What follows belongs to an exercise in optimizing a design on an open flow for small area, a short achievable clock period and few clock cycles per item; a production flow would make more cautious choices. Only simulation tests tie the RTL to the original design; equivalence was not proved. Power is estimated from default activity; no workload was simulated.

==> flow/design.v <==
module w0_flags (
    input  logic [1:0] top,    
    input  logic       nz,
    output logic       dn,
    output logic       up
);
    assign dn = ~top[1] &  top[0] & nz;
    assign up =  top[1] & (~top[0] | ~nz);
endmodule
module w0_dec (
    input  logic [15:0] b,
    input  logic        dn,
    output logic [15:0] bm
);
    logic [13:0] z;    
    always_comb begin
        logic [13:0] t;
        t = {~b[12:0], 1'b1};
        for (int l = 0; l < 4; l++)
            for (int i = 13; i >= 0; i--)
                if ((i >> l) & 1) t[i] = t[i] & t[((i >> l) << l) - 1];
        z = t;
    end
    assign bm = {b[15:14], b[13:0] ^ ({14{dn}} & z)};
endmodule
module w0_pre (
    input  logic [15:0] b,
    output logic [15:0] bm,
    output logic        up
);
    logic dn;
    w0_flags u_f (.top(b[15:14]), .nz(|b[13:0]), .dn(dn), .up(up));
    w0_dec   u_d (.b(b), .dn(dn), .bm(bm));
endmodule
module add16 #(
    parameter bit SUB = 1'b0,
    parameter int CI  = 2
)(
    input  logic [15:0] a,
    input  logic [15:0] b,
    input  logic        ci,
    output logic [15:0] s
);
    logic [15:0] bb, p, g, G, P;
    logic        c;
    assign bb = SUB ? ~b : b;
    assign c  = (CI == 2) ? ci : (CI == 3) ? ~ci : CI[0];
    always_comb begin
        p = a ^ bb;
        g = a & bb;
        G = g; P = p;
        for (int l = 0; l < 4; l++)
            for (int i = 0; i < 16; i++)
                if ((i % (2 << l)) == (2 << l) - 1) begin
                    G[i] = G[i] | (P[i] & G[i - (1 << l)]);
                    P[i] = P[i] & P[i - (1 << l)];
                end
        for (int l = 2; l >= 0; l--)
            for (int i = 0; i < 16; i++)
                if ((i % (2 << l)) == (1 << l) - 1 && i >= (2 << l)) begin
                    G[i] = G[i] | (P[i] & G[i - (1 << l)]);
                    P[i] = P[i] & P[i - (1 << l)];
                end
    end
    assign s = p ^ ({G[14:0], 1'b0} | ({P[14:0], 1'b1} & {16{c}}));
endmodule
module butterfly (
    input  logic [15:0] a,
    input  logic [15:0] bm,
    input  logic        up,
    output logic [15:0] out0,
    output logic [15:0] out1
);
    add16 #(.SUB(1'b0), .CI(2)) u_add (.a(a), .b(bm), .ci(up),  .s(out0));
    add16 #(.SUB(1'b1), .CI(3)) u_sub (.a(a), .b(bm), .ci(up), .s(out1));
endmodule
module fft4 #(
    parameter int WIDTH = 32
)(
    input logic clk,
    input logic rst,
    input logic start,
    output logic done,
    input logic signed [WIDTH-1:0] in0,
    input logic signed [WIDTH-1:0] in1,
    input logic signed [WIDTH-1:0] in2,
    input logic signed [WIDTH-1:0] in3,
    output logic signed [WIDTH-1:0] out0,
    output logic signed [WIDTH-1:0] out1,
    output logic signed [WIDTH-1:0] out2,
    output logic signed [WIDTH-1:0] out3
);
    logic [15:0] b2r, b2i, b3r, b3i;
    logic        u2r, u2i, u3r, u3i;
    w0_pre p2r (.b(in2[31:16]), .bm(b2r), .up(u2r));
    w0_pre p2i (.b(in2[15:0]),  .bm(b2i), .up(u2i));
    w0_pre p3r (.b(in3[31:16]), .bm(b3r), .up(u3r));
    w0_pre p3i (.b(in3[15:0]),  .bm(b3i), .up(u3i));
    logic [15:0] e0r_d, e0i_d, e1r_d, e1i_d, o0r_d, o0i_d, o1r_d, o1i_d;
    butterfly bf_er (.a(in0[31:16]), .bm(b2r), .up(u2r), .out0(e0r_d), .out1(e1r_d));
    butterfly bf_ei (.a(in0[15:0]),  .bm(b2i), .up(u2i), .out0(e0i_d), .out1(e1i_d));
    butterfly bf_or (.a(in1[31:16]), .bm(b3r), .up(u3r), .out0(o0r_d), .out1(o1r_d));
    butterfly bf_oi (.a(in1[15:0]),  .bm(b3i), .up(u3i), .out0(o0i_d), .out1(o1i_d));
    logic dn0r_d, up0r_d, dn0i_d, up0i_d;
    w0_flags f0r (.top(o0r_d[15:14]), .nz(|o0r_d[13:0]), .dn(dn0r_d), .up(up0r_d));
    w0_flags f0i (.top(o0i_d[15:14]), .nz(|o0i_d[13:0]), .dn(dn0i_d), .up(up0i_d));
    logic [15:0] e0r, e0i, o0r, o0i;
    logic [15:1] e1r_h, e1i_h, o1r_h, o1i_h;
    logic        dn0r, up0r, dn0i, up0i;
    always_ff @(posedge clk) begin
        if (start) begin
            e0r <= e0r_d; e0i <= e0i_d;
            e1r_h <= e1r_d[15:1]; e1i_h <= e1i_d[15:1];
            o0r <= o0r_d; o0i <= o0i_d;
            o1r_h <= o1r_d[15:1]; o1i_h <= o1i_d[15:1];
            dn0r <= dn0r_d; up0r <= up0r_d;
            dn0i <= dn0i_d; up0i <= up0i_d;
        end
    end
    logic [15:0] e1r, e1i, o1r, o1i;
    assign e1r = {e1r_h, e0r[0]};
    assign e1i = {e1i_h, e0i[0]};
    assign o1r = {o1r_h, o0r[0]};
    assign o1i = {o1i_h, o0i[0]};
    always_ff @(posedge clk or posedge rst) begin
        if (rst) done <= 1'b0;
        else if (start) done <= 1'b1;
    end
    logic [15:0] m0r, m0i;
    w0_dec d0r (.b(o0r), .dn(dn0r), .bm(m0r));
    w0_dec d0i (.b(o0i), .dn(dn0i), .bm(m0i));
    butterfly bf_0r (.a(e0r), .bm(m0r), .up(up0r), .out0(out0[31:16]), .out1(out2[31:16]));
    butterfly bf_0i (.a(e0i), .bm(m0i), .up(up0i), .out0(out0[15:0]),  .out1(out2[15:0]));
    add16 #(.SUB(1'b0), .CI(0)) a1r (.a(e1r), .b(o1i), .ci(1'b0), .s(out1[31:16]));
    add16 #(.SUB(1'b1), .CI(1)) a3r (.a(e1r), .b(o1i), .ci(1'b0), .s(out3[31:16]));
    add16 #(.SUB(1'b1), .CI(1)) a1i (.a(e1i), .b(o1r), .ci(1'b0), .s(out1[15:0]));
    add16 #(.SUB(1'b0), .CI(0)) a3i (.a(e1i), .b(o1r), .ci(1'b0), .s(out3[15:0]));
endmodule
==> flow/config.mk <==
export PLATFORM = sky130hd
export DESIGN_NAME = fft4
export DESIGN_NICKNAME = fft4
export VERILOG_FILES = /design/flow/design.v
export SDC_FILE = /design/flow/constraint.sdc
export NUM_CORES = 4
export LEC_CHECK = 0
export ABC_AREA = 1
export CAP_MARGIN = 20
export CORE_MARGIN = 2
export CORE_UTILIZATION = 60
export GPL_ROUTABILITY_DRIVEN = 0
export GPL_TIMING_DRIVEN = 1
export SETUP_SLACK_MARGIN = 3
export SLEW_MARGIN = 20
export SYNTH_HIERARCHICAL = 1
export SYNTH_MINIMUM_KEEP_SIZE = 0
==> flow/constraint.sdc <==
create_clock -name core_clock -period 10.0 [get_ports {clk}]
set_input_delay 2.0000 -clock core_clock [delete_from_list [all_inputs] [get_ports {clk}]]
set_output_delay 2.0000 -clock core_clock [all_outputs]
set_load 0.01 [all_outputs]
standard.sh (not shown) runs the stock make flow with config.mk's settings and CLKGATE_MAP_FILE= SYNTH_SCRIPT=/design/flow/synth_recipe.tcl, a recipe that flattens the netlist after the stock synthesis.
==> flow/flow/run.sh <==
#!/bin/bash
# Standard layout (the standard.sh, standard synthesis), with the port
# buffers made of sky130 buf_1 cells instead of the default pick (a delay
# buffer). Every port still gets its own buffer. make's full output goes to
# standard.log; ORFS keeps each step's log under orfs/logs.
set -euo pipefail
export BUFFER_PORTS_ARGS="-buffer_cell sky130_fd_sc_hd__buf_1"
bash standard.sh > standard.log 2>&1
The starting point completed without violations.
Testbench counts at the start, summed over its fixed seeds: cycles 1,600, items 1,600.
Next try:
Settings changed: CORE_UTILIZATION 60 to 40, CTS_CLUSTER_DIAMETER set to 300, CTS_CLUSTER_SIZE set to 40, GPL_ROUTABILITY_DRIVEN 0 to not set, GPL_TIMING_DRIVEN 1 to not set.
Outcome: Total power is higher by 3.0%; sequential cell count is unchanged; sequential share of layout area is lower by 0.29 points.
Next try:
Settings changed: CORE_UTILIZATION 40 to 75, CTS_CLUSTER_DIAMETER 300 to not set, CTS_CLUSTER_SIZE 40 to not set.
Setup slack loses 0.098 ns.
Clock-buffer cell count is higher by 2.
Power is higher by 0.96%.
Cell count is lower by 8.2%.
Non-clock buffer count is unchanged.
Area after synthesis is unchanged.
Core utilization is higher by 39 points.
Maximum frequency is lower by about 1.8%.
Next try:
Settings changed: CORE_UTILIZATION 75 to 40, SETUP_SLACK_MARGIN 3 to 5.
After rerunning: Worst setup slack gets better by 0.38 ns; routed wire length is lower by 1.9%; hold slack is worse by 0.0063 ns; register-to-register slack is about the same; global-route usage went down by 18 points; power rises by 8.1%.
Next try:
Settings changed: CORE_UTILIZATION 40 to 60, SETUP_SLACK_MARGIN 5 to 4.
Effect: Design area goes down by a little under a tenth; setup slack gets worse by 0.15 ns; sequential share of layout area goes up by 1.6 points; critical path depth goes up by 2.
Next try:
Settings changed: CORE_UTILIZATION 60 to 40, SETUP_SLACK_MARGIN 4 to 3.
The new run finished with timing, DRC and antenna clean.
Combinational power stays flat.
Synthesized area does not change.
Clock-buffer cell count is unchanged.

[what the ideal ports hide]
How much do the figures lean on ideal ports? The routed layouts below were timed once more, with nothing changed but the port constraints. Step 1, drivers: a clkbuf_16 drives clk and a buf_2 each remaining input, both assumed. Step 2 also shifts input and output timing later by t, the mid clock arrival at the registers, as if the neighbouring blocks saw the same clock. Slacks: no drivers / after step 1 / after step 2; pairs: no drivers / after step 1.
run	t, ns	slack for setup (ns)	hold WS [ns]
the first run	0.478	4.730 / 4.677 / 4.635	0.485 / 0.485 / 0.485
the second run	0.490	4.647 / 4.596 / 4.471	0.473 / 0.473 / 0.473
the third run	0.478	4.549 / 4.501 / 4.451	0.479 / 0.479 / 0.479
the fourth run	0.490	4.928 / 4.876 / 4.833	0.473 / 0.473 / 0.473
the fifth run	0.476	4.783 / 4.731 / 4.479	0.476 / 0.476 / 0.476
the sixth run	0.490	4.647 / 4.596 / 4.471	0.473 / 0.473 / 0.473
After both steps setup and hold are still met in every run listed. The setup slack of the fifth run, which loses most, moves by -0.052 ns with the drivers and by -0.304 ns with both steps.
